This design comes from an exercise in tuning for small area on the open sky130 flow, not from production work. The RTL was checked by simulation tests, not by an equivalence proof against the original design. Power is estimated from default activity; no workload was simulated. The flow treats the clock pin as an ideal source, which a real chip does not have.

## flow/config.mk

```make
export PLATFORM = sky130hd
export DESIGN_NAME = rtop
export DESIGN_NICKNAME = rtop
export VERILOG_FILES = /design/flow/design.v
export SDC_FILE = /design/flow/constraint.sdc
export NUM_CORES = 4
export LEC_CHECK = 0
export CAP_MARGIN = 20
export CORE_MARGIN = 2
export CORE_UTILIZATION = 65
export SLEW_MARGIN = 20
export SYNTH_HIERARCHICAL = 1
```

## flow/constraint.sdc

```tcl
create_clock -name core_clock -period 5.0 [get_ports {clk}]
set_input_delay 1.0000 -clock core_clock [delete_from_list [all_inputs] [get_ports {clk}]]
set_output_delay 1.0000 -clock core_clock [all_outputs]
set_load 0.01 [all_outputs]
```

## flow/design.v

```verilog
module routerfifo(clk,rstn,re,we,din,softrst,empty,dout,full);
input clk,rstn,re,we,softrst;
input [7:0]din;
output empty,full;
output reg [7:0]dout;
reg [7:0] mem [0:15];
wire [4:0]wr_ptr,rd_ptr;
wire wr,ld;
wire [15:0]wsel,rsel;
wire [7:0]rdata;
fifoctl CTL(clk,!rstn||softrst,re,we,wr_ptr,rd_ptr,wr,ld,empty,full);
dec16 WDEC(wr,wr_ptr[3:0],wsel);
dec16 RDEC(ld,rd_ptr[3:0],rsel);
integer k;
always@(posedge clk)
	for(k=0;k<16;k=k+1)
		if(wsel[k])
			mem[k]<=din;
genvar b;
generate for(b=0;b<8;b=b+1) begin:RB
	sel16 SEL(rsel,{mem[15][b],mem[14][b],mem[13][b],mem[12][b],mem[11][b],mem[10][b],mem[9][b],mem[8][b],
	               mem[7][b],mem[6][b],mem[5][b],mem[4][b],mem[3][b],mem[2][b],mem[1][b],mem[0][b]},rdata[b]);
end endgenerate
always@(posedge clk)
	dout<=rdata;
endmodule
module fifoctl(clk,clr,re,we,wr_ptr,rd_ptr,wr,ld,empty,full);
input clk,clr,re,we;
output reg [4:0]wr_ptr,rd_ptr;
output wr,ld,empty,full;
wire rd;
wire [4:0]x;
wire e0,e1,zw,zr;
wire [4:0]wn,rn;
g_xor2 X0(wr_ptr[0],rd_ptr[0],x[0]);
g_xor2 X1(wr_ptr[1],rd_ptr[1],x[1]);
g_xor2 X2(wr_ptr[2],rd_ptr[2],x[2]);
g_xor2 X3(wr_ptr[3],rd_ptr[3],x[3]);
g_xor2 X4(wr_ptr[4],rd_ptr[4],x[4]);
g_nor3 E0(x[0],x[1],x[2],e0);
g_nor2 E1(x[3],x[4],e1);
g_and2 E2(e0,e1,empty);
g_nor4 F0(wr_ptr[0],wr_ptr[1],wr_ptr[2],wr_ptr[3],zw);
g_nor4 F1(rd_ptr[0],rd_ptr[1],rd_ptr[2],rd_ptr[3],zr);
g_and4b F2(rd_ptr[4],wr_ptr[4],zw,zr,full);
g_nor2b S0(full,we,wr);
g_nor2b S1(empty,re,rd);
g_nor3b S2(empty,clr,re,ld);
cnt5 WC(clr,wr,wr_ptr,wn);
cnt5 RC(clr,rd,rd_ptr,rn);
always@(posedge clk)
begin
	wr_ptr<=wn;
	rd_ptr<=rn;
end
endmodule
module cnt5(clr,en,b,n);
input clr,en;
input [4:0]b;
output [4:0]n;
wire nt1,t2,nt3,t4;
wire [4:0]q;
g_nand2 C1(en,b[0],nt1);
g_nor2b C2(nt1,b[1],t2);
g_nand2 C3(t2,b[2],nt3);
g_nor2b C4(nt3,b[3],t4);
g_xnor2 Q0(b[0],en,q[0]);
g_xor2 Q1(b[1],nt1,q[1]);
g_xnor2 Q2(b[2],t2,q[2]);
g_xor2 Q3(b[3],nt3,q[3]);
g_xnor2 Q4(b[4],t4,q[4]);
g_nor2 N0(clr,q[0],n[0]);
g_nor2 N1(clr,q[1],n[1]);
g_nor2 N2(clr,q[2],n[2]);
g_nor2 N3(clr,q[3],n[3]);
g_nor2 N4(clr,q[4],n[4]);
endmodule
module dec16(en,a,y);
input en;
input [3:0]a;
output [15:0]y;
wire [3:0]nl,nh;
predec2n L(a[1:0],nl);
predec2 H(en,a[3:2],nh);
genvar i,j;
generate for(i=0;i<4;i=i+1) begin:HI
	for(j=0;j<4;j=j+1) begin:LO
		g_nor2 N(nh[i],nl[j],y[4*i+j]);
	end
end endgenerate
endmodule
module predec2n(a,ny);
input [1:0]a;
output [3:0]ny;
assign ny[0]=!(a==2'd0);
assign ny[1]=!(a==2'd1);
assign ny[2]=!(a==2'd2);
assign ny[3]=!(a==2'd3);
endmodule
module predec2(en,a,ny);
input en;
input [1:0]a;
output [3:0]ny;
assign ny[0]=!(en&&a==2'd0);
assign ny[1]=!(en&&a==2'd1);
assign ny[2]=!(en&&a==2'd2);
assign ny[3]=!(en&&a==2'd3);
endmodule
module sel16(s,d,y);
input [15:0]s,d;
output y;
wire [5:0]n;
wire o0;
g_a222oi A0(s[0],d[0],s[1],d[1],s[2],d[2],n[0]);
g_a222oi A1(s[3],d[3],s[4],d[4],s[5],d[5],n[1]);
g_a222oi A2(s[6],d[6],s[7],d[7],s[8],d[8],n[2]);
g_a222oi A3(s[9],d[9],s[10],d[10],s[11],d[11],n[3]);
g_a222oi A4(s[12],d[12],s[13],d[13],s[14],d[14],n[4]);
g_nand2 A5(s[15],d[15],n[5]);
g_nand3 B0(n[0],n[1],n[2],o0);
g_nand4b B1(o0,n[3],n[4],n[5],y);
endmodule
module g_a222oi(a1,a2,b1,b2,c1,c2,y);
input a1,a2,b1,b2,c1,c2;
output y;
assign y=!(a1&&a2||b1&&b2||c1&&c2);
endmodule
module g_nand2(a,b,y);
input a,b;
output y;
assign y=!(a&&b);
endmodule
module g_nand3(a,b,c,y);
input a,b,c;
output y;
assign y=!(a&&b&&c);
endmodule
module g_nor2(a,b,y);
input a,b;
output y;
assign y=!(a||b);
endmodule
module g_or2(a,b,y);
input a,b;
output y;
assign y=a||b;
endmodule
module g_xor2(a,b,y);
input a,b;
output y;
assign y=a^b;
endmodule
module g_xnor2(a,b,y);
input a,b;
output y;
assign y=!(a^b);
endmodule
module g_nor3(a,b,c,y);
input a,b,c;
output y;
assign y=!(a||b||c);
endmodule
module g_nor4(a,b,c,d,y);
input a,b,c,d;
output y;
assign y=!(a||b||c||d);
endmodule
module g_and2(a,b,y);
input a,b;
output y;
assign y=a&&b;
endmodule
module g_and4b(an,b,c,d,y);
input an,b,c,d;
output y;
assign y=!an&&b&&c&&d;
endmodule
module g_nor2b(a,bn,y);
input a,bn;
output y;
assign y=!a&&bn;
endmodule
module g_nor3b(a,b,cn,y);
input a,b,cn;
output y;
assign y=!a&&!b&&cn;
endmodule
module g_nand4b(an,b,c,d,y);
input an,b,c,d;
output y;
assign y=!(!an&&b&&c&&d);
endmodule
module fsm_r(clk,rstn,pkt_valid,low_pkt_valid,sftrst,fifo_full,fifo_empty0,fifo_empty1,fifo_empty2,parity_done,din,busy,detect_add,ld_state,laf_state,we_reg,rst_int_reg,lfd_state);
input clk,rstn,pkt_valid,low_pkt_valid,sftrst,fifo_full,fifo_empty0,fifo_empty1,fifo_empty2,parity_done;
input [1:0]din;
output busy,detect_add,ld_state,laf_state,we_reg,rst_int_reg,lfd_state;
parameter DECODE_ADDR=3'b000,
	  LOAD_FIRST_DATA=3'b011,
	  WAIT_TILL_EMPTY=3'b010,
	  LOAD_DATA=3'b100,
	  LOAD_PARITY=3'b101,
	  FIFO_FULL_STATE=3'b110,
	  LOAD_AFTER_FULL=3'b111,
	  CHECK_PARITY_ERROR=3'b001;
reg [1:0]addr;
reg [2:0]state,nxt;
always @(posedge clk)
	addr<=din;
always@(posedge clk)
	if(!rstn||sftrst)
		state<=DECODE_ADDR;
	else
		state<=nxt;
wire empty_din=din[1]?fifo_empty2:din[0]?fifo_empty1:fifo_empty0;
wire empty_addr=(addr==2'd0)?fifo_empty0:(addr==2'd1)?fifo_empty1:(addr==2'd2)?fifo_empty2:1'b0;
always@(*)
begin
	nxt=DECODE_ADDR;
	case(state)
		DECODE_ADDR:
			if(pkt_valid&&din!=2'd3)
				nxt=empty_din?LOAD_FIRST_DATA:WAIT_TILL_EMPTY;
		LOAD_FIRST_DATA:nxt=LOAD_DATA;
		WAIT_TILL_EMPTY:
			nxt=empty_addr?LOAD_FIRST_DATA:WAIT_TILL_EMPTY;
		LOAD_DATA:
			if(fifo_full)
				nxt=FIFO_FULL_STATE;
			else if(!pkt_valid)
				nxt=LOAD_PARITY;
			else
				nxt=LOAD_DATA;
		LOAD_PARITY:nxt=CHECK_PARITY_ERROR;
		FIFO_FULL_STATE:
			nxt=fifo_full?FIFO_FULL_STATE:LOAD_AFTER_FULL;
		LOAD_AFTER_FULL:
			if(parity_done)
				nxt=DECODE_ADDR;
			else if(low_pkt_valid)
				nxt=LOAD_PARITY;
			else
				nxt=LOAD_DATA;
		CHECK_PARITY_ERROR:
			nxt=fifo_full?FIFO_FULL_STATE:DECODE_ADDR;
	endcase
end
assign lfd_state=(state==LOAD_FIRST_DATA);
assign detect_add=(state==DECODE_ADDR);
assign ld_state=(state==LOAD_DATA);
assign laf_state=(state==LOAD_AFTER_FULL);
assign we_reg=(state==LOAD_DATA)||(state==LOAD_PARITY)||(state==LOAD_AFTER_FULL);
assign rst_int_reg=(state==CHECK_PARITY_ERROR);
assign busy=!((state==DECODE_ADDR)||(state==LOAD_DATA));
endmodule
module registerR(clk,rstn,pkt_valid,din,fifo_full,rst_int_reg,detect_add,ld_state,laf_state,lfd_state,parity_done,low_pkt_valid,error,dout);
input clk,rstn,pkt_valid,fifo_full,rst_int_reg,detect_add,ld_state,laf_state,lfd_state;
input [7:0]din;
output reg parity_done,low_pkt_valid,error;
output reg [7:0]dout;
reg [7:0]internal_parity;
reg parity_mismatch;
wire [7:0]x,ip_d,dout_d;
wire m0,m1,mismatch;
wire nlfd=!lfd_state;
genvar i;
generate for(i=0;i<8;i=i+1) begin:B
	g_xor2 X(internal_parity[i],din[i],x[i]);
	g_a22o P(detect_add,din[i],ld_state,x[i],ip_d[i]);
	g_a22o D(lfd_state,internal_parity[i],nlfd,din[i],dout_d[i]);
end endgenerate
g_nor4 M0(x[0],x[1],x[2],x[3],m0);
g_nor4 M1(x[4],x[5],x[6],x[7],m1);
g_nand2 M2(m0,m1,mismatch);
always@(posedge clk)
	if(lfd_state||(ld_state?!fifo_full:!pkt_valid))
		dout<=dout_d;
always@(posedge clk)
	if(detect_add||(lfd_state&&!pkt_valid)||(ld_state&&pkt_valid))
		internal_parity<=ip_d;
always@(posedge clk)
	if(!rstn||rst_int_reg)
		low_pkt_valid<=0;
	else if(ld_state&&!pkt_valid)
		low_pkt_valid<=1;
always@(posedge clk)
	parity_mismatch<=mismatch;
always@(posedge clk)
	if(!rstn||detect_add)
		parity_done<=0;
	else
		parity_done<=(ld_state&&!pkt_valid&&!fifo_full)||(laf_state&&!parity_done&&low_pkt_valid);
always@(posedge clk)
	error<=rstn&&parity_done&&parity_mismatch;
endmodule
module g_a22o(a1,a2,b1,b2,y);
input a1,a2,b1,b2;
output y;
assign y=a1&&a2||b1&&b2;
endmodule
module synch(clk,rstn,we_reg,det_addr,re0,re1,re2,empty0,empty1,empty2,full0,full1,full2,din,wr_enb,fifo_full,vld0,vld1,vld2,sft0,sft1,sft2);
input clk,rstn,we_reg,det_addr,re0,re1,re2,empty0,empty1,empty2,full0,full1,full2;
input [1:0]din;
output vld0,vld1,vld2;
output sft0,sft1,sft2;
output fifo_full;
output [2:0]wr_enb;
reg [1:0]fifo_addr;
always@(posedge clk)
	if(det_addr)
		fifo_addr<=din;
assign wr_enb={we_reg&&fifo_addr[1],we_reg&&fifo_addr[0],we_reg&&fifo_addr==2'd0};
assign fifo_full=fifo_addr[1]?full2:fifo_addr[0]?full1:full0;
assign vld0=!empty0;
assign vld1=!empty1;
assign vld2=!empty2;
timeout T0(clk,rstn,vld0,re0,sft0);
timeout T1(clk,rstn,vld1,re1,sft1);
timeout T2(clk,rstn,vld2,re2,sft2);
endmodule
module timeout(clk,rstn,vld,re,sft);
input clk,rstn,vld,re;
output reg sft;
reg [4:0]count;
wire hit,fb,load0,load;
wire [4:0]d;
g_nor4 H(count[4],count[2],count[1],count[0],hit);
g_or3b L0(!vld,re,rstn,load0);
g_or2 L1(load0,hit,load);
g_xor2 F(count[4],count[2],fb);
g_or2 D0(load,fb,d[0]);
g_nor2b D1(load,count[0],d[1]);
g_nor2b D2(load,count[1],d[2]);
g_nor2b D3(load,count[2],d[3]);
g_nor2b D4(load,count[3],d[4]);
always@(posedge clk)
	count<=d;
wire sft_d;
g_nor2b S(load0,hit,sft_d);
always@(posedge clk)
	sft<=sft_d;
endmodule
module g_or3b(a,b,cn,y);
input a,b,cn;
output y;
assign y=a||b||!cn;
endmodule
module rtop(clk,rstn,re0,re1,re2,din,pkt_valid,dout0,dout1,dout2,vld0,vld1,vld2,error,busy);
input clk,rstn,re0,re1,re2,pkt_valid;
input [7:0]din;
output vld0,vld1,vld2,error,busy;
output [7:0]dout0,dout1,dout2;
wire [2:0]we_enb;
wire [7:0]dout;
wire empty0,empty1,empty2,full0,full1,full2;
wire sft0,sft1,sft2;
wire detect_add,ld_state,laf_state,we_reg,rst_int_reg,lfd_state;
wire low_pkt_valid,parity_done,fifo_full;
fsm_r FSM(clk,rstn,pkt_valid,low_pkt_valid,sft0||sft1||sft2,fifo_full,empty0,empty1,empty2,parity_done,din[1:0],busy,detect_add,ld_state,laf_state,we_reg,rst_int_reg,lfd_state);
synch SYNC(clk,rstn,we_reg,detect_add,re0,re1,re2,empty0,empty1,empty2,full0,full1,full2,din[1:0],we_enb,fifo_full,vld0,vld1,vld2,sft0,sft1,sft2);
routerfifo FIFO_0(clk,rstn,re0,we_enb[0],dout,sft0,empty0,dout0,full0);
routerfifo FIFO_1(clk,rstn,re1,we_enb[1],dout,sft1,empty1,dout1,full1);
routerfifo FIFO_2(clk,rstn,re2,we_enb[2],dout,sft2,empty2,dout2,full2);
registerR REGISTER(clk,rstn,pkt_valid,din,fifo_full,rst_int_reg,detect_add,ld_state,laf_state,lfd_state,parity_done,low_pkt_valid,error,dout);
endmodule
```

## flow/flow/run.sh

```bash
#!/bin/bash
# Standard ORFS layout, with: every combinational cell first set to the
# smallest cell of its family (repair upsizes where needed), a leaner clock
# tree (no dummy balancing loads, larger sink clusters) and the smallest
# buffer on each port.
set -euo pipefail
here=$(pwd)
export PRE_FLOORPLAN_TCL=$here/flow/downsize.tcl
export CTS_ARGS="-sink_clustering_enable -repair_clock_nets -dont_use_dummy_load -sink_clustering_size ${CTS_SIZE:-34} -sink_clustering_max_diameter ${CTS_DIAM:-100}"
export BUFFER_PORTS_ARGS="-buffer_cell sky130_fd_sc_hd__buf_1"
bash standard.sh > standard.log 2>&1
```

## flow/flow/downsize.tcl

```tcl
# Resize every combinational cell to the smallest-area cell of its family
# (same name up to the drive suffix); timing and design repair later in the
# flow upsize where needed. Flip-flops, clock cells and tie cells are left.
set lib_area {}
set fam_best {}
foreach lib [get_libs *] {
  foreach cell [get_lib_cells [get_name $lib]/*] {
    set name [get_name $cell]
    if {![regexp {^(sky130_fd_sc_hd__[a-z0-9]+)_([0-9]+)$} $name -> fam drv]} { continue }
    if {[regexp {__(df|edf|sdf|sedf|dl|sdl|ebuf|einv)} $fam]} { continue }
    if {[regexp {clk|probe|lpflow|dly|conb|tap|fill|decap|diode} $fam]} { continue }
    set area [get_property $cell area]
    if {![dict exists $fam_best $fam]} {
      dict set fam_best $fam [list $name $area $drv]
    } else {
      lassign [dict get $fam_best $fam] bn ba bd
      if {$area < $ba - 1e-6 || (abs($area - $ba) < 1e-6 && $drv > $bd)} {
        dict set fam_best $fam [list $name $area $drv]
      }
    }
  }
}
set n 0
set before 0.0
set after 0.0
foreach inst [get_cells *] {
  set master [get_property $inst ref_name]
  if {![regexp {^(sky130_fd_sc_hd__[a-z0-9]+)_([0-9]+)$} $master -> fam drv]} { continue }
  if {![dict exists $fam_best $fam]} { continue }
  set best [lindex [dict get $fam_best $fam] 0]
  if {$best ne $master} {
    replace_cell $inst $best
    incr n
  }
}
puts "downsize: resized $n cells"
```

## flow/standard.sh

```bash
#!/bin/bash
# synth_recipe.tcl (not shown) runs the flow's synth.tcl, then flattens the netlist and writes it again
# the make line also repeats each setting of config.mk as NAME=value (left out here)
make -C /OpenROAD-flow-scripts/flow DESIGN_CONFIG=/design/flow/config.mk WORK_HOME=/design/flow/orfs CLKGATE_MAP_FILE= SYNTH_SCRIPT=/design/flow/synth_recipe.tcl "${@:-finish}"
```

==> results of run 1 <==
-- where the power goes --
group | total, mW | switching [mW] | internal [mW] | leakage, nW
Clock | 1.74 | 1.08 | 0.656 | 0.222
Sequential | 4.59 | 0.0592 | 4.53 | 4.29
Combinational | 0.473 | 0.341 | 0.132 | 1.34
-- worst max-delay path, stage by stage --
cell      delay (ns)
buf_1           0.35
nand2b_1        0.39
nor3b_1         0.48
or3b_2          0.54
nor2_1          0.50
a222oi_1        0.25
nand3_1         0.16
nand4b_1        0.12
-- stage by stage --
| step | power, mW | hold WS (ns) | std cells | utilization (%) | worst slack [ns] |
|---|---|---|---|---|---|
| floorplan | 4.96 | 0.414 | 1068 | - | 2.26 |
| global placement | 5.14 | 0.420 | 1457 | 68.2 | 1.17 |
| detailed placement | 5.16 | 0.425 | 1457 | 68.2 | 1.10 |
| CTS | 6.83 | 0.459 | 1475 | 69.9 | 1.67 |
| global route | 6.99 | 0.466 | 1475 | 69.9 | 1.38 |
| finish | 6.80 | 0.456 | 1475 | 69.9 | 1.68 |
-- final cells by class --
type / count / area [um2] / area share, %
Clock buffer: 18 / 450 / 2.41
Tap cell: 341 / 427 / 2.28
Multi-Input combinational cell: 571 / 3840 / 20.6
Inverter: 12 / 45.0 / 0.241
Timing Repair Buffer: 50 / 218 / 1.17
Sequential cell: 483 / 13700 / 73.3
-- placed cells by master, fill, tap and decap left out, types with 5 or more instances in the layout --
cell type / n
nand2_1: 49
buf_1: 42
xnor2_1: 18
a22o_1: 16
nand3b_1: 14
inv_2: 12
edfxtp_1: 402
nor4_1: 11
xor2_1: 38
nor3b_1: 5
buf_4: 8
and2_1: 5
dfxtp_1: 81
nand3_1: 30
or2_2: 13
nand2b_1: 17
a222oi_1: 120
nand4b_1: 24
clkbuf_16: 18
or3b_2: 9
nor2b_1: 35
nor2_1: 135
nor3_1: 6
-- registers in the layout, summed over array words and instances, names as in the netlist, 8 cells and up --
signal / count
FIFO_0.mem: 128
REGISTER.dout: 8
FIFO_2.dout: 8
FIFO_2.mem: 128
FIFO_1.dout: 8
REGISTER.internal_parity: 8
FIFO_0.dout: 8
FIFO_1.mem: 128
-- per-layer routing --
| layer | global-route usage, % | routed length [um] |
|---|---|---|
| met1 | 37.1 | 15200 |
| met2 | 42.8 | 17700 |
| met3 | 2.88 | 2410 |
| met4 | 5.51 | 793 |
| met5 | 0 | 0 |
-- final timing paths --
check | startpoint | endpoint | depth (start not counted)
max | rstn | FIFO_1.dout[1] | 8
min reg2reg | SYNC.T0.count[3] | SYNC.T0.count[4] | 1
max reg2reg | FIFO_1.CTL.rd_ptr[0] | FIFO_1.dout[1] | 9
min | SYNC.T0.count[3] | SYNC.T0.count[4] | 1
==> impl_metrics.toml, run 1 <==
[sta]
hold_viol_final = 0
skew_ns = 0.0784
rsz0062_at_grt = "no"
fin_setup_tns_ns = 0
period_minus_slack_ns = 3.32
drv_slew = 0
worst_pin_slew_ns = 0.867
period_share_pct = 66.3
setup_viol = 0
fmax_ghz = 0.302
max_slew_margin_pct = 42.0

[setup_path]
critPathKind = "input pin to flop"
reg2reg_slack_ns = 1.95
endpoint_kind = "flop"
critical_path_required_ns = 5.49
cp-start-kind = "input pin"
crit_fanout = 11
cp.arrival_ns = 3.81

[global_route]
grt_overflow_total = 0
grt_pass1_wl_mm = 54.9
grt_antenna_before_repair = 0
gr-usage-all-layers_pct = 25.5
grt_pass1_vias = 9452
grt_start_max_net_pins = 49

[cts]
clk_latency_ns = 0.54
postCtsSetupRepairBufs = 0
cts_tree = "done"
hold_buffers = 0
h-tree-depth = 1
cts_resized = 0
clock_path_buffers = 3
clock_sinks = 483
cts_buffers = 18
clk_pin_slew_ns = 0.12
cts-root-buf = "clkbuf_16"

[pwr]
power.density_nw_per_um2 = 364
power_leakage_nw = 5.85
vdd_drop_max_mv = 0.311

[drt]
drtIter0Drc = 1482
wl_per_cell_um = 24.4
drt-pass1-iter-count = 8
drc = 0
avgViaCountPerCell = 6.60
wl_mm = 36.1
antenna_left = 0
vias = 9736

[yosys]
synth_nets = 1082
synthCells = 1068
ys_warn_count = 13

[placed_design]
port_buffers = 42
post_dp_cell_area_um2 = 18200
dp_hpwl_mm = 22.6
routabilityCongestion = 0.860

[floorplanning]
coreArea_um2 = 26700
fp.dieW_um = 169
io_pins = 43
rows = 60
start_util_pct = 65.8
die-area_um2 = 28400
fp.dieH_um = 169

[finish]
drive_above_1_share_pct = 5.56
diodes = 0
fin_nets = 1150
fin_area_um2 = 18700
n_fill_cell = 1792

[flow_run]
cap_violations = 0

[outcome]
outcome = "no timing/DRC/antenna violations"

[min_path]
min_path_type = "flop to flop"
==> run 2: changes to the inputs <==
--- a/flow/flow/run.sh
+++ b/flow/flow/run.sh
@@ -8,3 +8,3 @@
 export PRE_FLOORPLAN_TCL=$here/flow/downsize.tcl
-export CTS_ARGS="-sink_clustering_enable -repair_clock_nets -dont_use_dummy_load -sink_clustering_size ${CTS_SIZE:-34} -sink_clustering_max_diameter ${CTS_DIAM:-100}"
+export CTS_ARGS="-sink_clustering_enable -repair_clock_nets -dont_use_dummy_load -sink_clustering_size ${CTS_SIZE:-34} -sink_clustering_max_diameter ${CTS_DIAM:-50}"
 export BUFFER_PORTS_ARGS="-buffer_cell sky130_fd_sc_hd__buf_1"
==> impl_metrics.toml, run 2 <==
[outcome]
outcome = "no timing/DRC/antenna violations"

[global_route]
grt_start_max_net_pins = 49
grt_pass1_vias = 9646
grt_pass1_wl_mm = 55.5
gr-usage-all-layers_pct = 26.0
grt_use_met2_pct = 42.9
grt_antenna_before_repair = 0
busiest_layer = "met2"
grt_overflow_total = 0
met3_usage_pct = 3.34
met1_usage_pct = 37.3

[pwr]
power.density_nw_per_um2 = 396
vdd_drop_max_mv = 0.301
finalPower_mw = 7.58
power_leakage_nw = 6.08

[floorplanning]
fp.dieW_um = 169
fp.dieH_um = 169
die-area_um2 = 28400
coreArea_um2 = 26700
rows = 60
start_util_pct = 65.8
io_pins = 43

[placed_design]
dp.cells = 1457
dp_hpwl_mm = 22.6
routabilityCongestion = 0.860
port_buffers = 42

[drt]
drc = 0
drtIter0Drc = 1426
vias = 9869
wl_mm = 36.4
avgViaCountPerCell = 6.61
drt-pass1-iter-count = 6
wl_per_cell_um = 24.4
antenna_left = 0

[sta]
fmax_ghz = 0.297
period_minus_slack_ns = 3.36
skew_ns = 0.0369
fin_setup_tns_ns = 0
hold_viol_final = 0
whs_ns = 0.434
period_share_pct = 67.2
max_slew_margin_pct = 41.3
drv_slew = 0
worst_pin_slew_ns = 0.878
rsz0062_at_grt = "no"
setup_viol = 0

[setup_path]
endpoint_kind = "flop"
cp_top_family = "simple AND/OR/NAND/NOR gates"
critical_path_required_ns = 5.46
cp-start-kind = "input pin"
max_stage_delay_ns = 0.54
cp.arrival_ns = 3.82
critPathKind = "input pin to flop"
crit_fanout = 11
slowest_stage = "or3b_2"
crit_chain = "buf_1, nand2b_1, nor3b_1, or3b_2, nor2_1, a222oi_1, nand3_1, nand4b_1"
crit_buf_inv = 1

[finish]
layout.cells.non_filler = 1494
final_common_cell = "edfxtp_1"
reg_top3 = "FIFO_0.mem: 128 flops, FIFO_1.mem: 128 flops, FIFO_2.mem: 128 flops"
multi_input_area_um2 = 3840
seq_area_um2 = 13700
layout_common_cells = "edfxtp_1 (402), nor2_1 (135), a222oi_1 (120)"
diodes = 0
n_fill_cell = 1744
drive_above_1_share_pct = 7.11
fin_nets = 1169

[cts]
hold_buffers = 0
postCtsSetupRepairBufs = 0
h-tree-depth = 2
clock_sinks = 483
clock_path_buffers = 3
cts_buffers = 37
clk_pin_slew_ns = 0.07
cts_tree = "done"
cts_resized = 0
clk_latency_ns = 0.54
cts-root-buf = "clkbuf_16"

[flow_run]
cap_violations = 0

[yosys]
synthCells = 1068
ys_warn_count = 13
synth_nets = 1082

[min_path]
min_path_type = "flop to flop"
[run 2: routing by layer]
layer / vias up / wire, um / part of all wire, %
met4: 0 / 933 / 2.6
met2: 436 / 17800 / 49
met1: 4878 / 15100 / 41
met3: 75 / 2580 / 7.1
met5: - / 0 / 0
li1: 4480 / - / -
[run 2: layout make-up]
| class | instances | share of cell area [%] |
|---|---|---|
| Sequential cell | 483 | 71.5 |
| Multi-Input combinational cell | 571 | 20.1 |
| Clock buffer | 37 | 4.83 |
| Tap cell | 341 | 2.23 |
| Timing Repair Buffer | 50 | 1.14 |
| Inverter | 12 | 0.235 |
[run 2: per-stage QoR]
stage / instance area (um2) / utilization (%) / setup WS, ns
2_1_floorplan: 17600 / - / 2.26
3_3_place_gp: 18200 / 68.2 / 1.17
3_5_place_dp: 18200 / 68.2 / 1.10
4_1_cts: 19200 / 71.7 / 1.61
5_1_grt: 19200 / 71.7 / 1.33
6_report: 19200 / 71.7 / 1.64
[run 2: final timing paths]
| check | from | end | slack (ns) | cells after the start |
|---|---|---|---|---|
| hold reg to reg | SYNC.T0.count[3] | SYNC.T0.count[4] | 0.43 | 1 |
| setup reg to reg | FIFO_1.CTL.wr_ptr[1] | FIFO_1.dout[1] | 1.97 | 9 |
| setup / recovery | rstn | FIFO_1.dout[1] | 1.64 | 8 |
| hold / removal | SYNC.T0.count[3] | SYNC.T0.count[4] | 0.43 | 1 |
[run 2: power breakdown]
part	switching, mW	internal [mW]	leakage (nW)	total [mW]
Clock	1.21	1.31	0.456	2.51
Combinational	0.341	0.132	1.34	0.473
Sequential	0.0588	4.54	4.29	4.60
==> run 3: changes to the inputs <==
--- a/flow/flow/run.sh
+++ b/flow/flow/run.sh
@@ -8,3 +8,3 @@
 export PRE_FLOORPLAN_TCL=$here/flow/downsize.tcl
-export CTS_ARGS="-sink_clustering_enable -repair_clock_nets -dont_use_dummy_load -sink_clustering_size ${CTS_SIZE:-34} -sink_clustering_max_diameter ${CTS_DIAM:-50}"
+export CTS_ARGS="-sink_clustering_enable -repair_clock_nets -dont_use_dummy_load -sink_clustering_size ${CTS_SIZE:-30} -sink_clustering_max_diameter ${CTS_DIAM:-100} -root_buf sky130_fd_sc_hd__clkbuf_4 -tree_buf sky130_fd_sc_hd__clkbuf_4 -sink_clustering_buffer sky130_fd_sc_hd__clkbuf_16"
 export BUFFER_PORTS_ARGS="-buffer_cell sky130_fd_sc_hd__buf_1"
==> impl_metrics.toml, run 3 <==
[outcome]
outcome = "no timing/DRC/antenna violations"

[yosys]
synthCells = 1068
ys_warn_count = 13
synth_nets = 1082

[sta]
rsz0062_at_grt = "no"
fmax_ghz = 0.317
period_minus_slack_ns = 3.15
max_slew_margin_pct = 41.9
hold_viol_final = 0
worst_slack_ns = 1.85
fin_setup_tns_ns = 0
period_share_pct = 63.1
setup_viol = 0
skew_ns = 0.0899
drv_slew = 0
worst_pin_slew_ns = 0.868

[cts]
clk_latency_ns = 0.78
cts-root-buf = "clkbuf_4"
clock_path_buffers = 3
hold_buffers = 0
cts_tree = "done"
postCtsSetupRepairBufs = 0
clk_pin_slew_ns = 0.11
clock_sinks = 483
h-tree-depth = 1
cts_buffers = 20
cts_resized = 0

[drt]
antenna_left = 0
wl_mm = 36.0
vias = 9783
drtIter0Drc = 1536
wl_per_cell_um = 24.4
drc = 0
drt-pass1-iter-count = 8
avgViaCountPerCell = 6.62

[global_route]
grt_pass1_wl_mm = 54.7
gr-usage-all-layers_pct = 25.4
grt_antenna_before_repair = 1
grt_overflow_total = 0
grt_pass1_vias = 9463
grt_start_max_net_pins = 49

[setup_path]
crit_chain = "xor2_1, nor3_1, and2_1, inv_2, buf_1"
crit_fanout = 8
slowest_stage = "dfxtp_1"
cp-start-kind = "flop"
max_stage_delay_ns = 0.51
critPathKind = "flop to output port"
cp.arrival_ns = 2.15
endpoint_kind = "output port"
critical_path_required_ns = 4.00

[finish]
fin_nets = 1152
layout.cells.non_filler = 1478
drive_above_1_share_pct = 5.72
reg_top3 = "FIFO_0.mem: 128 flops, FIFO_1.mem: 128 flops, FIFO_2.mem: 128 flops"
final_util_pct = 69.9
layout_common_cells = "edfxtp_1 (402), nor2_1 (135), a222oi_1 (120)"
final_common_cell = "edfxtp_1"

[placed_design]
dp_hpwl_mm = 22.6
routabilityCongestion = 0.860
port_buffers = 42
pre_cts_ws_ns = 1.10
dp.cells = 1457

[floorplanning]
coreArea_um2 = 26700
start_util_pct = 65.8
fp.dieH_um = 169
rows = 60
die-area_um2 = 28400
fp.dieW_um = 169
io_pins = 43

[pwr]
finalPower_mw = 6.79
power_leakage_nw = 5.85
vdd_drop_max_mv = 0.303
power.density_nw_per_um2 = 363

[flow_run]
cap_violations = 0

[min_path]
min_path_type = "flop to flop"
## run 3: cell types whose count changed in the layout (fill, tap and decap cells not counted)
cell       previous run  this run
clkbuf_16            37        17
clkbuf_4              0         3
diode_2               0         1
## run 3: worst max-delay path: cells and delay by family (launching register included)
kind,cells,cell delay [ns]
DFF,1,0.51
xor gates and xnor gates,1,0.11
and+or+nand+nor,2,0.54
buffers and inverters,2,0.22
## run 3: final timing paths
| kind | start | to | slack [ns] | depth (start not counted) |
|---|---|---|---|---|
| setup / recovery | FIFO_1.CTL.rd_ptr[1] | vld1 | 1.85 | 5 |
| hold / removal | SYNC.T0.count[3] | SYNC.T0.count[4] | 0.36 | 1 |
| setup reg to reg | FIFO_0.CTL.rd_ptr[0] | FIFO_0.dout[3] | 1.94 | 9 |
| hold reg to reg | SYNC.T0.count[3] | SYNC.T0.count[4] | 0.36 | 1 |
## run 3: power breakdown
part / leakage [nW] / switching, mW / total, mW / internal, mW
sequential: 4.29 / 0.0589 / 4.59 / 4.53
combinational: 1.34 / 0.338 / 0.470 / 0.132
clock: 0.223 / 1.10 / 1.72 / 0.628
total: 5.85 / 1.49 / 6.79 / 5.29
## run 3: area by class of cell
type                            count  area [um2]
Sequential cell                   483       13700
Fill cell                        1799        8050
Multi-Input combinational cell    571        3840
Clock buffer                       20         448
Tap cell                          341         427
Timing Repair Buffer               50         218
Inverter                           12        45.0
Antenna cell                        1        2.50
## run 3: per-layer routing
metal	up-vias	part of all wire [%]	global-route usage, %
met5	-	0	0
met4	0	2.4	6.11
met3	58	6.8	2.38
met2	405	49	42.6
met1	4878	42	36.9
li1	4442	-	-
## run 3: through the flow
step | hold slack [ns] | cell area, um2
2_1_floorplan | 0.414 | 17600
3_3_place_gp | 0.420 | 18200
3_5_place_dp | 0.425 | 18200
4_1_cts | 0.357 | 18700
5_1_grt | 0.355 | 18700
6_report | 0.358 | 18700
==> run 4: changes to the inputs <==
--- a/flow/design.v
+++ b/flow/design.v
@@ -112,3 +112,3 @@
 wire [5:0]n;
-wire o0;
+wire o0,o1;
 g_a222oi A0(s[0],d[0],s[1],d[1],s[2],d[2],n[0]);
@@ -120,3 +120,4 @@
 g_nand3 B0(n[0],n[1],n[2],o0);
-g_nand4b B1(o0,n[3],n[4],n[5],y);
+g_nand3 B1(n[3],n[4],n[5],o1);
+g_or2 C0(o0,o1,y);
 endmodule
@@ -187,7 +188,2 @@
 endmodule
-module g_nand4b(an,b,c,d,y);
-input an,b,c,d;
-output y;
-assign y=!(!an&&b&&c&&d);
-endmodule
 module fsm_r(clk,rstn,pkt_valid,low_pkt_valid,sftrst,fifo_full,fifo_empty0,fifo_empty1,fifo_empty2,parity_done,din,busy,detect_add,ld_state,laf_state,we_reg,rst_int_reg,lfd_state);
==> flow/flow/run.sh (replaced) <==
#!/bin/bash
# Standard ORFS layout, with: every combinational cell first set to the
# smallest cell of its family (repair upsizes where needed), a leaner clock
# tree (no dummy balancing loads, larger sink clusters) and the smallest
# buffer on each port.
set -euo pipefail
here=$(pwd)
export PRE_FLOORPLAN_TCL=$here/flow/downsize.tcl
export CTS_ARGS="-sink_clustering_enable -repair_clock_nets -dont_use_dummy_load -sink_clustering_size ${CTS_SIZE:-24} -sink_clustering_max_diameter ${CTS_DIAM:-60} -buf_list \"sky130_fd_sc_hd__clkbuf_8 sky130_fd_sc_hd__clkbuf_16\""
export BUFFER_PORTS_ARGS="-buffer_cell sky130_fd_sc_hd__buf_1"
bash standard.sh > standard.log 2>&1
==> impl_metrics.toml, run 4 <==
[setup_path]
critPathKind = "input pin to flop"
max_stage_delay_ns = 0.57
critical_path_required_ns = 5.46
cp-start-kind = "input pin"
cp.arrival_ns = 3.88
crit_fanout = 11
crit_chain = "buf_1, nand2b_1, nor3b_1, or3b_2, nor2_1, a222oi_1, nand3_1, or2_2"
slowest_stage = "nor3b_1"
endpoint_kind = "flop"

[cts]
h-tree-depth = 2
clk_pin_slew_ns = 0.08
postCtsSetupRepairBufs = 0
cts_buffers = 34
clk_latency_ns = 0.54
cts_tree = "done"
clock_path_buffers = 3
cts_resized = 0
hold_buffers = 0
clock_sinks = 483
cts-root-buf = "clkbuf_16"

[floorplanning]
fp.dieH_um = 169
io_pins = 43
die-area_um2 = 28500
fp.dieW_um = 169
coreArea_um2 = 26800
rows = 60
start_util_pct = 65.9

[sta]
fin_setup_tns_ns = 0
hold_viol_final = 0
period_minus_slack_ns = 3.42
fmax_ghz = 0.292
max_slew_margin_pct = 37.4
worst_pin_slew_ns = 0.936
skew_ns = 0.0498
period_share_pct = 68.5
setup_viol = 0
rsz0062_at_grt = "no"
drv_slew = 0

[yosys]
ys_warn_count = 13
synth_nets = 1106
synthCells = 1092

[pwr]
power_leakage_nw = 6.23
finalPower_mw = 7.47
vdd_drop_max_mv = 0.302
power.density_nw_per_um2 = 390

[min_path]
min_path_type = "flop to flop"

[drt]
drc = 0
wl_per_cell_um = 24.2
drt-pass1-iter-count = 8
drtIter0Drc = 1414
antenna_left = 0
vias = 9973
avgViaCountPerCell = 6.58
wl_mm = 36.7

[finish]
layout_common_cells = "edfxtp_1 (402), nor2_1 (135), a222oi_1 (120)"
diodes = 0
drive_above_1_share_pct = 8.77
final_common_cell = "edfxtp_1"
fin_nets = 1190
reg_top3 = "FIFO_0.mem: 128 flops, FIFO_1.mem: 128 flops, FIFO_2.mem: 128 flops"

[global_route]
grt_start_max_net_pins = 49
grt_pass1_vias = 9552
gr-usage-all-layers_pct = 26.2
grt_overflow_total = 0
grt_pass1_wl_mm = 55.9
grt_antenna_before_repair = 1

[placed_design]
dp_hpwl_mm = 22.9
port_buffers = 42
routabilityCongestion = 0.824

[outcome]
outcome = "no timing/DRC/antenna violations"

[flow_run]
cap_violations = 0
-- run 4: area by class of cell --
class | instances | area [um2]
Multi-Input combinational cell | 595 | 3910
Timing Repair Buffer | 50 | 218
Tap cell | 341 | 427
Inverter | 12 | 45.0
Fill cell | 1796 | 7660
Sequential cell | 483 | 13700
Clock buffer | 34 | 851
-- run 4: final timing paths --
check	endpoint	start	depth (start not counted)	slack [ns]
max	FIFO_1.dout[6]	rstn	8	1.58
min	SYNC.T0.count[4]	SYNC.T0.count[3]	1	0.42
max reg2reg	FIFO_1.dout[6]	FIFO_1.CTL.wr_ptr[0]	9	1.90
min reg2reg	SYNC.T0.count[4]	SYNC.T0.count[3]	1	0.42
-- run 4: layer usage --
| metal | vias up | wire length (um) | track usage (%) |
|---|---|---|---|
| met4 | 2 | 715 | 6.33 |
| li1 | 4527 | - | - |
| met3 | 53 | 3050 | 3.95 |
| met1 | 4930 | 15200 | 38.8 |
| met5 | - | 18 | 0 |
| met2 | 461 | 17700 | 41.9 |
-- run 4: where the power goes --
group,internal [mW],switching [mW]
Combinational,0.133,0.326
Sequential,4.54,0.0670
Clock,1.21,1.20
-- run 4: stage by stage --
stage | cells | hold slack [ns] | setup WS (ns) | utilization (%) | cell area (um2)
global route | 1515 | 0.428 | 1.26 | 71.4 | 19100
CTS | 1515 | 0.423 | 1.59 | 71.4 | 19100
detailed placement | 1481 | 0.432 | 1.06 | 68.2 | 18300
finish | 1515 | 0.418 | 1.58 | 71.4 | 19100
global placement | 1481 | 0.418 | 1.19 | 68.2 | 18300
floorplan | 1092 | 0.414 | 2.28 | - | 17700
-- run 4: critical path, delay by kind of cell --
kind,cells,cell delay [ns]
compound gates,1,0.24
buf+inv,1,0.35
simple gates,6,2.27
==> run 5: changes to the inputs <==
--- a/flow/design.v
+++ b/flow/design.v
@@ -1,5 +1,5 @@
-module routerfifo(clk,rstn,re,we,din,softrst,empty,dout,full);
+module routerfifo(clk,rstn,re,we,din,softrst,vld,dout,full);
 input clk,rstn,re,we,softrst;
 input [7:0]din;
-output empty,full;
+output vld,full;
 output reg [7:0]dout;
@@ -10,3 +10,3 @@
 wire [7:0]rdata;
-fifoctl CTL(clk,!rstn||softrst,re,we,wr_ptr,rd_ptr,wr,ld,empty,full);
+fifoctl CTL(clk,!rstn||softrst,re,we,wr_ptr,rd_ptr,wr,ld,vld,full);
 dec16 WDEC(wr,wr_ptr[3:0],wsel);
@@ -26,6 +26,6 @@
 endmodule
-module fifoctl(clk,clr,re,we,wr_ptr,rd_ptr,wr,ld,empty,full);
+module fifoctl(clk,clr,re,we,wr_ptr,rd_ptr,wr,ld,vld,full);
 input clk,clr,re,we;
 output reg [4:0]wr_ptr,rd_ptr;
-output wr,ld,empty,full;
+output wr,ld,vld,full;
 wire rd;
@@ -41,3 +41,3 @@
 g_nor2 E1(x[3],x[4],e1);
-g_and2 E2(e0,e1,empty);
+g_nand2 E2(e0,e1,vld);
 g_nor4 F0(wr_ptr[0],wr_ptr[1],wr_ptr[2],wr_ptr[3],zw);
@@ -46,4 +46,4 @@
 g_nor2b S0(full,we,wr);
-g_nor2b S1(empty,re,rd);
-g_nor3b S2(empty,clr,re,ld);
+g_and2 S1(re,vld,rd);
+g_and3b S2(clr,re,vld,ld);
 cnt5 WC(clr,wr,wr_ptr,wn);
@@ -112,3 +112,3 @@
 wire [5:0]n;
-wire o0,o1;
+wire o0;
 g_a222oi A0(s[0],d[0],s[1],d[1],s[2],d[2],n[0]);
@@ -120,4 +120,3 @@
 g_nand3 B0(n[0],n[1],n[2],o0);
-g_nand3 B1(n[3],n[4],n[5],o1);
-g_or2 C0(o0,o1,y);
+g_nand4b B1(o0,n[3],n[4],n[5],y);
 endmodule
@@ -188,4 +187,19 @@
 endmodule
-module fsm_r(clk,rstn,pkt_valid,low_pkt_valid,sftrst,fifo_full,fifo_empty0,fifo_empty1,fifo_empty2,parity_done,din,busy,detect_add,ld_state,laf_state,we_reg,rst_int_reg,lfd_state);
-input clk,rstn,pkt_valid,low_pkt_valid,sftrst,fifo_full,fifo_empty0,fifo_empty1,fifo_empty2,parity_done;
+module g_nand4b(an,b,c,d,y);
+input an,b,c,d;
+output y;
+assign y=!(!an&&b&&c&&d);
+endmodule
+module g_and3b(an,b,c,y);
+input an,b,c;
+output y;
+assign y=!an&&b&&c;
+endmodule
+module g_nand3b(an,b,c,y);
+input an,b,c;
+output y;
+assign y=!(!an&&b&&c);
+endmodule
+module fsm_r(clk,rstn,pkt_valid,low_pkt_valid,sftrst,fifo_full,vld0,vld1,vld2,parity_done,din,busy,detect_add,ld_state,laf_state,we_reg,rst_int_reg,lfd_state);
+input clk,rstn,pkt_valid,low_pkt_valid,sftrst,fifo_full,vld0,vld1,vld2,parity_done;
 input [1:0]din;
@@ -209,4 +223,4 @@
 		state<=nxt;
-wire empty_din=din[1]?fifo_empty2:din[0]?fifo_empty1:fifo_empty0;
-wire empty_addr=(addr==2'd0)?fifo_empty0:(addr==2'd1)?fifo_empty1:(addr==2'd2)?fifo_empty2:1'b0;
+wire empty_din=!(din[1]?vld2:din[0]?vld1:vld0);
+wire empty_addr=(addr==2'd0)?!vld0:(addr==2'd1)?!vld1:(addr==2'd2)?!vld2:1'b0;
 always@(*)
@@ -295,6 +309,5 @@
 endmodule
-module synch(clk,rstn,we_reg,det_addr,re0,re1,re2,empty0,empty1,empty2,full0,full1,full2,din,wr_enb,fifo_full,vld0,vld1,vld2,sft0,sft1,sft2);
-input clk,rstn,we_reg,det_addr,re0,re1,re2,empty0,empty1,empty2,full0,full1,full2;
+module synch(clk,rstn,we_reg,det_addr,re0,re1,re2,vld0,vld1,vld2,full0,full1,full2,din,wr_enb,fifo_full,sft0,sft1,sft2);
+input clk,rstn,we_reg,det_addr,re0,re1,re2,vld0,vld1,vld2,full0,full1,full2;
 input [1:0]din;
-output vld0,vld1,vld2;
 output sft0,sft1,sft2;
@@ -308,5 +321,2 @@
 assign fifo_full=fifo_addr[1]?full2:fifo_addr[0]?full1:full0;
-assign vld0=!empty0;
-assign vld1=!empty1;
-assign vld2=!empty2;
 timeout T0(clk,rstn,vld0,re0,sft0);
@@ -322,3 +332,3 @@
 g_nor4 H(count[4],count[2],count[1],count[0],hit);
-g_or3b L0(!vld,re,rstn,load0);
+g_nand3b L0(re,vld,rstn,load0);
 g_or2 L1(load0,hit,load);
@@ -337,7 +347,2 @@
 endmodule
-module g_or3b(a,b,cn,y);
-input a,b,cn;
-output y;
-assign y=a||b||!cn;
-endmodule
 module rtop(clk,rstn,re0,re1,re2,din,pkt_valid,dout0,dout1,dout2,vld0,vld1,vld2,error,busy);
@@ -349,3 +354,3 @@
 wire [7:0]dout;
-wire empty0,empty1,empty2,full0,full1,full2;
+wire full0,full1,full2;
 wire sft0,sft1,sft2;
@@ -353,7 +358,7 @@
 wire low_pkt_valid,parity_done,fifo_full;
-fsm_r FSM(clk,rstn,pkt_valid,low_pkt_valid,sft0||sft1||sft2,fifo_full,empty0,empty1,empty2,parity_done,din[1:0],busy,detect_add,ld_state,laf_state,we_reg,rst_int_reg,lfd_state);
-synch SYNC(clk,rstn,we_reg,detect_add,re0,re1,re2,empty0,empty1,empty2,full0,full1,full2,din[1:0],we_enb,fifo_full,vld0,vld1,vld2,sft0,sft1,sft2);
-routerfifo FIFO_0(clk,rstn,re0,we_enb[0],dout,sft0,empty0,dout0,full0);
-routerfifo FIFO_1(clk,rstn,re1,we_enb[1],dout,sft1,empty1,dout1,full1);
-routerfifo FIFO_2(clk,rstn,re2,we_enb[2],dout,sft2,empty2,dout2,full2);
+fsm_r FSM(clk,rstn,pkt_valid,low_pkt_valid,sft0||sft1||sft2,fifo_full,vld0,vld1,vld2,parity_done,din[1:0],busy,detect_add,ld_state,laf_state,we_reg,rst_int_reg,lfd_state);
+synch SYNC(clk,rstn,we_reg,detect_add,re0,re1,re2,vld0,vld1,vld2,full0,full1,full2,din[1:0],we_enb,fifo_full,sft0,sft1,sft2);
+routerfifo FIFO_0(clk,rstn,re0,we_enb[0],dout,sft0,vld0,dout0,full0);
+routerfifo FIFO_1(clk,rstn,re1,we_enb[1],dout,sft1,vld1,dout1,full1);
+routerfifo FIFO_2(clk,rstn,re2,we_enb[2],dout,sft2,vld2,dout2,full2);
 registerR REGISTER(clk,rstn,pkt_valid,din,fifo_full,rst_int_reg,detect_add,ld_state,laf_state,lfd_state,parity_done,low_pkt_valid,error,dout);
==> flow/flow/run.sh (replaced) <==
#!/bin/bash
# Standard ORFS layout, with: every combinational cell first set to the
# smallest cell of its family (repair upsizes where needed), a leaner clock
# tree (no dummy balancing loads, larger sink clusters, smaller buffers
# above the leaf level) and the smallest
# buffer on each port.
set -euo pipefail
here=$(pwd)
export PRE_FLOORPLAN_TCL=$here/flow/downsize.tcl
export CTS_ARGS="-sink_clustering_enable -repair_clock_nets -dont_use_dummy_load -sink_clustering_size ${CTS_SIZE:-34} -sink_clustering_max_diameter ${CTS_DIAM:-100} -root_buf sky130_fd_sc_hd__clkbuf_8 -tree_buf sky130_fd_sc_hd__clkbuf_8 -sink_clustering_buffer sky130_fd_sc_hd__clkbuf_16"
export BUFFER_PORTS_ARGS="-buffer_cell sky130_fd_sc_hd__buf_1"
bash standard.sh > standard.log 2>&1
--- a/flow/config.mk
+++ b/flow/config.mk
@@ -9,3 +9,3 @@
 export CORE_MARGIN = 2
-export CORE_UTILIZATION = 65
+export CORE_UTILIZATION = 80
 export SLEW_MARGIN = 20
==> impl_metrics.toml, run 5 <==
[setup_path]
crit_chain = "buf_1, nand2b_1, and3b_1, or3b_2, nor2_1, a222oi_1, nand3_1, nand4b_1"
max_stage_delay_ns = 0.57
reg2reg_slack_ns = 1.88
critical_path_required_ns = 5.56
crit_fanout = 11
cp.arrival_ns = 3.86
critPathKind = "input pin to flop"
cp-start-kind = "input pin"
slowest_stage = "nor2_1"
endpoint_kind = "flop"

[yosys]
synthCells = 1063
synth_nets = 1077
ys_warn_count = 13

[finish]
n_fill_cell = 993
diodes = 0
reg_top3 = "FIFO_0.mem: 128 flops, FIFO_1.mem: 128 flops, FIFO_2.mem: 128 flops"
fin_area_um2 = 18600
final_common_cell = "edfxtp_1"
drive_above_1_share_pct = 4.70
final_util_pct = 85.6
layout_common_cells = "edfxtp_1 (402), nor2_1 (133), a222oi_1 (120)"
fin_nets = 1144

[drt]
drtIter0Drc = 2195
wl_per_cell_um = 26.3
wl_mm = 37.1
antenna_left = 0
drc = 0
avgViaCountPerCell = 7.35
drt-pass1-iter-count = 8
vias = 10300

[outcome]
outcome = "no timing/DRC/antenna violations"

[sta]
period_minus_slack_ns = 3.30
max_slew_margin_pct = 42.4
rsz0062_at_grt = "no"
worst_pin_slew_ns = 0.860
setup_viol = 0
worst_slack_ns = 1.70
fin_setup_tns_ns = 0
period_share_pct = 65.9
drv_slew = 0
hold_viol_final = 0
fmax_ghz = 0.303
whs_ns = 0.406
skew_ns = 0.0932

[cts]
hold_buffers = 0
cts-root-buf = "clkbuf_8"
clk_latency_ns = 0.62
cts_tree = "done"
clock_sinks = 483
postCtsSetupRepairBufs = 0
cts_resized = 0
clock_path_buffers = 3
clk_pin_slew_ns = 0.12
h-tree-depth = 1
cts_buffers = 18

[global_route]
met1_usage_pct = 47.0
grt_pass1_vias = 9859
met3_usage_pct = 4.38
grt_use_met2_pct = 52.2
busiest_layer = "met2"
grt_pass1_wl_mm = 56.9
grt_overflow_total = 0
gr-usage-all-layers_pct = 32.0
grt_antenna_before_repair = 0
grt_start_max_net_pins = 49

[placed_design]
post_dp_cell_area_um2 = 18100
pre_cts_ws_ns = 1.14
routabilityCongestion = 0.860
port_buffers = 42
dp_hpwl_mm = 23.7

[pwr]
seqPwrFrac_pct = 66.1
internal_power_mw = 5.49
p_comb_share_pct = 10.8
power_switching_mw = 1.74
power.density_nw_per_um2 = 390
p_sw_share_pct = 24.1
clkPwrFrac_pct = 23.1
power_leakage_nw = 5.85
vdd_drop_max_mv = 0.463

[floorplanning]
start_util_pct = 81.1
io_pins = 43
coreArea_um2 = 21700
rows = 54
fp.dieW_um = 152
fp.dieH_um = 152
die-area_um2 = 23200

[flow_run]
cap_violations = 0

[min_path]
min_path_type = "flop to flop"
## run 5: power groups by stage
stage / clock network, mW / logic [mW] / registers (mW)
after detailed placement: 0 / 0.765 / 4.87
final: 1.67 / 0.780 / 4.79
after CTS: 1.65 / 0.768 / 4.78
after floorplan: 0 / 0.396 / 4.93
after global routing: 1.75 / 0.833 / 4.80
after global placement: 0 / 0.731 / 4.87
## run 5: worst paths after layout
check,startpoint,to,depth (start not counted)
worst max-delay path,rstn,FIFO_1.dout[2],8
worst min-delay path,REGISTER.parity_mismatch,REGISTER.error,1
worst max register to register,FSM.state[0],FIFO_0.mem[3][2],6
worst min register to register,REGISTER.parity_mismatch,REGISTER.error,1
## run 5: through the flow
stage | instances | power [mW]
CTS | 1408 | 7.21
global placement | 1390 | 5.60
detailed placement | 1390 | 5.64
global route | 1408 | 7.39
finish | 1408 | 7.24
floorplan | 1063 | 5.33
## run 5: layer usage
metal  part of all wire [%]  vias to the layer above
met5                      0                        -
met4                    3.2                        0
met3                     12                      104
met2                     48                      790
met1                     37                     5020
li1                       -                     4433
## run 5: final cells by class
cell class / instances / area, um2 / share of cell area, %
clock buffers: 18 / 417 / 2.25
well taps: 280 / 350 / 1.89
repair buffers: 50 / 218 / 1.17
flip-flops and latches: 483 / 13700 / 73.8
inverters: 5 / 18.8 / 0.101
multi-input cells: 572 / 3860 / 20.8
## run 5: worst max-delay path: cells and delay by family
family | cells | cell delay (ns)
compound gates | 1 | 0.32
simple gates | 6 | 2.14
buf+inv | 1 | 0.39
==> run 6: changes to the inputs <==
--- a/flow/flow/run.sh
+++ b/flow/flow/run.sh
@@ -9,3 +9,3 @@
 export PRE_FLOORPLAN_TCL=$here/flow/downsize.tcl
-export CTS_ARGS="-sink_clustering_enable -repair_clock_nets -dont_use_dummy_load -sink_clustering_size ${CTS_SIZE:-34} -sink_clustering_max_diameter ${CTS_DIAM:-100} -root_buf sky130_fd_sc_hd__clkbuf_8 -tree_buf sky130_fd_sc_hd__clkbuf_8 -sink_clustering_buffer sky130_fd_sc_hd__clkbuf_16"
+export CTS_ARGS="-sink_clustering_enable -repair_clock_nets -dont_use_dummy_load -sink_clustering_size ${CTS_SIZE:-30} -sink_clustering_max_diameter ${CTS_DIAM:-100} -root_buf sky130_fd_sc_hd__clkbuf_8 -tree_buf sky130_fd_sc_hd__clkbuf_8 -sink_clustering_buffer sky130_fd_sc_hd__clkbuf_16"
 export BUFFER_PORTS_ARGS="-buffer_cell sky130_fd_sc_hd__buf_1"
--- a/flow/config.mk
+++ b/flow/config.mk
@@ -9,3 +9,3 @@
 export CORE_MARGIN = 2
-export CORE_UTILIZATION = 80
+export CORE_UTILIZATION = 65
 export SLEW_MARGIN = 20
==> impl_metrics.toml, run 6 <==
[setup_path]
worstRegToRegCells = 6
cp.arrival_ns = 3.70
reg2reg_from = "FSM.state[2]"
critical_path_required_ns = 5.54
critPathKind = "input pin to flop"
crit_fanout = 11
reg2reg_slack_ns = 1.89
cp-start-kind = "input pin"
endpoint_kind = "flop"
reg2reg_to = "FIFO_0.mem[1][2]"

[sta]
period_minus_slack_ns = 3.16
period_share_pct = 63.2
fmax_ghz = 0.317
max_slew_margin_pct = 36.7
fin_setup_tns_ns = 0
worst_pin_slew_ns = 0.946
setup_viol = 0
rsz0062_at_grt = "no"
hold_viol_final = 0
skew_ns = 0.0660
drv_slew = 0

[flow_run]
cap_violations = 0

[floorplanning]
die-area_um2 = 28400
fp.dieH_um = 168
rows = 60
start_util_pct = 65.8
fp.dieW_um = 168
io_pins = 43
coreArea_um2 = 26700

[yosys]
synthCells = 1063
ys_warn_count = 13
synth_nets = 1077

[finish]
diodes = 0
final_common_cell = "edfxtp_1"
drive_above_1_share_pct = 4.87
reg_top3 = "FIFO_0.mem: 128 flops, FIFO_1.mem: 128 flops, FIFO_2.mem: 128 flops"
n_fill_cell = 1784
fin_nets = 1146
multi_input_area_um2 = 3860
layout_common_cells = "edfxtp_1 (402), nor2_1 (133), a222oi_1 (120)"
seq_area_um2 = 13700

[min_path]
hold_path_depth = 1
min_path_type = "flop to flop"
hold_end = "SYNC.T0.count[4]"
worstHoldStart = "SYNC.T0.count[3]"

[cts]
hold_buffers = 0
clk_latency_ns = 0.61
cts_tree = "done"
clock_sinks = 483
cts_resized = 0
cts-root-buf = "clkbuf_8"
clock_path_buffers = 3
cts_buffers = 20
postCtsSetupRepairBufs = 0
clk_pin_slew_ns = 0.10
h-tree-depth = 1

[pwr]
finalPower_mw = 7.31
vdd_drop_max_mv = 0.335
power.density_nw_per_um2 = 391
power_leakage_nw = 5.88

[drt]
vias = 9761
avgViaCountPerCell = 6.64
wl_mm = 36.3
drt-pass1-iter-count = 7
antenna_left = 0
drc = 0
drtIter0Drc = 1725
wl_per_cell_um = 24.7

[global_route]
met1_usage_pct = 37.8
grt_start_max_net_pins = 49
grt_overflow_total = 0
grt_pass1_vias = 9503
grt_pass1_wl_mm = 55.2
gr-usage-all-layers_pct = 25.8
met3_usage_pct = 2.53
busiest_layer = "met2"
grt_use_met2_pct = 43.3
grt_antenna_before_repair = 0

[placed_design]
port_buffers = 42
dp_hpwl_mm = 22.5
routabilityCongestion = 0.862

[outcome]
outcome = "no timing/DRC/antenna violations"
run 6: cell count changes in the layout (fill, tap and decap cells not counted), sizes merged:
cell,before,now
clkbuf,18,20
run 6: worst max path at each step:
stage | startpoint | end | slack [ns]
6_report | rstn | FIFO_1.dout[0] | 1.84
5_1_grt | rstn | FIFO_1.dout[1] | 1.68
4_1_cts | rstn | FIFO_1.dout[7] | 1.83
3_5_place_dp | rstn | FIFO_1.dout[0] | 1.18
3_3_place_gp | rstn | FIFO_1.dout[1] | 1.25
2_1_floorplan | rstn | FIFO_2.dout[0] | 2.36
run 6: stage by stage:
| step | utilization [%] | hold slack (ns) | area, um2 | std cells | setup WS [ns] |
|---|---|---|---|---|---|
| 6_report | 69.9 | 0.459 | 18700 | 1471 | 1.84 |
| 5_1_grt | 69.9 | 0.470 | 18700 | 1471 | 1.68 |
| 4_1_cts | 69.9 | 0.463 | 18700 | 1471 | 1.83 |
| 3_5_place_dp | 68.2 | 0.438 | 18200 | 1451 | 1.18 |
| 3_3_place_gp | 68.2 | 0.418 | 18200 | 1451 | 1.25 |
| 2_1_floorplan | - | 0.414 | 17600 | 1063 | 2.36 |
run 6: final cells by class:
cell class                      count  share of cell area (%)
Sequential cell                   483                    73.3
Multi-Input combinational cell    572                    20.7
Clock buffer                       20                    2.50
Tap cell                          341                    2.28
Timing Repair Buffer               50                    1.17
Inverter                            5                   0.100
run 6: worst max-delay path, stage by stage:
cell      delay, ns
buf_1          0.41
nand2b_1       0.39
and3b_1        0.36
or3b_2         0.52
nor2_1         0.53
a222oi_1       0.23
nand3_1        0.14
nand4b_1       0.13
run 6: power breakdown:
group,switching (mW),internal [mW]
sequential,0.114,4.68
clock,1.09,0.663
combinational,0.551,0.220
total,1.75,5.56
run 6: metal layers:
metal  part of all wire (%)  up-vias
li1                       -     4442
met1                     42     4890
met2                     49      380
met3                    7.0       49
met4                    1.7        0
met5                      0        -

-- static timing again, ports no longer ideal --
In the flow no input, the clock included, has a driving cell. The finished layouts below were timed again as built, in two steps. Step 1 assumes that a clkbuf_16 drives the clock port and a buf_2 every other input. Step 2 times the ports against the registers' clock, not the clock port: input delays grow and output delays shrink by t, the midpoint of the rising clock arrivals with the driver on. Three values: ideal, step 1, step 2; two values: the first two.
run	t (ns)	setup WS [ns]	worst slew at a driven data input, ns	pins driven straight from the clock port
run 1	0.557	1.684 / 1.713 / 1.156	0.03	1
run 2	0.565	1.638 / 1.665 / 1.100	0.03	1
run 3	0.781	1.847 / 1.803 / 1.150	0.03	1
run 4	0.561	1.577 / 1.606 / 1.045	0.04	1
run 5	0.616	1.704 / 1.720 / 1.104	0.03	1
run 6	0.626	1.841 / 1.856 / 1.230	0.04	1
After both steps setup and hold are still met in every run listed. For run 3, which loses most, drivers alone change the setup slack by -0.044 ns; drivers and shift together by -0.697 ns.
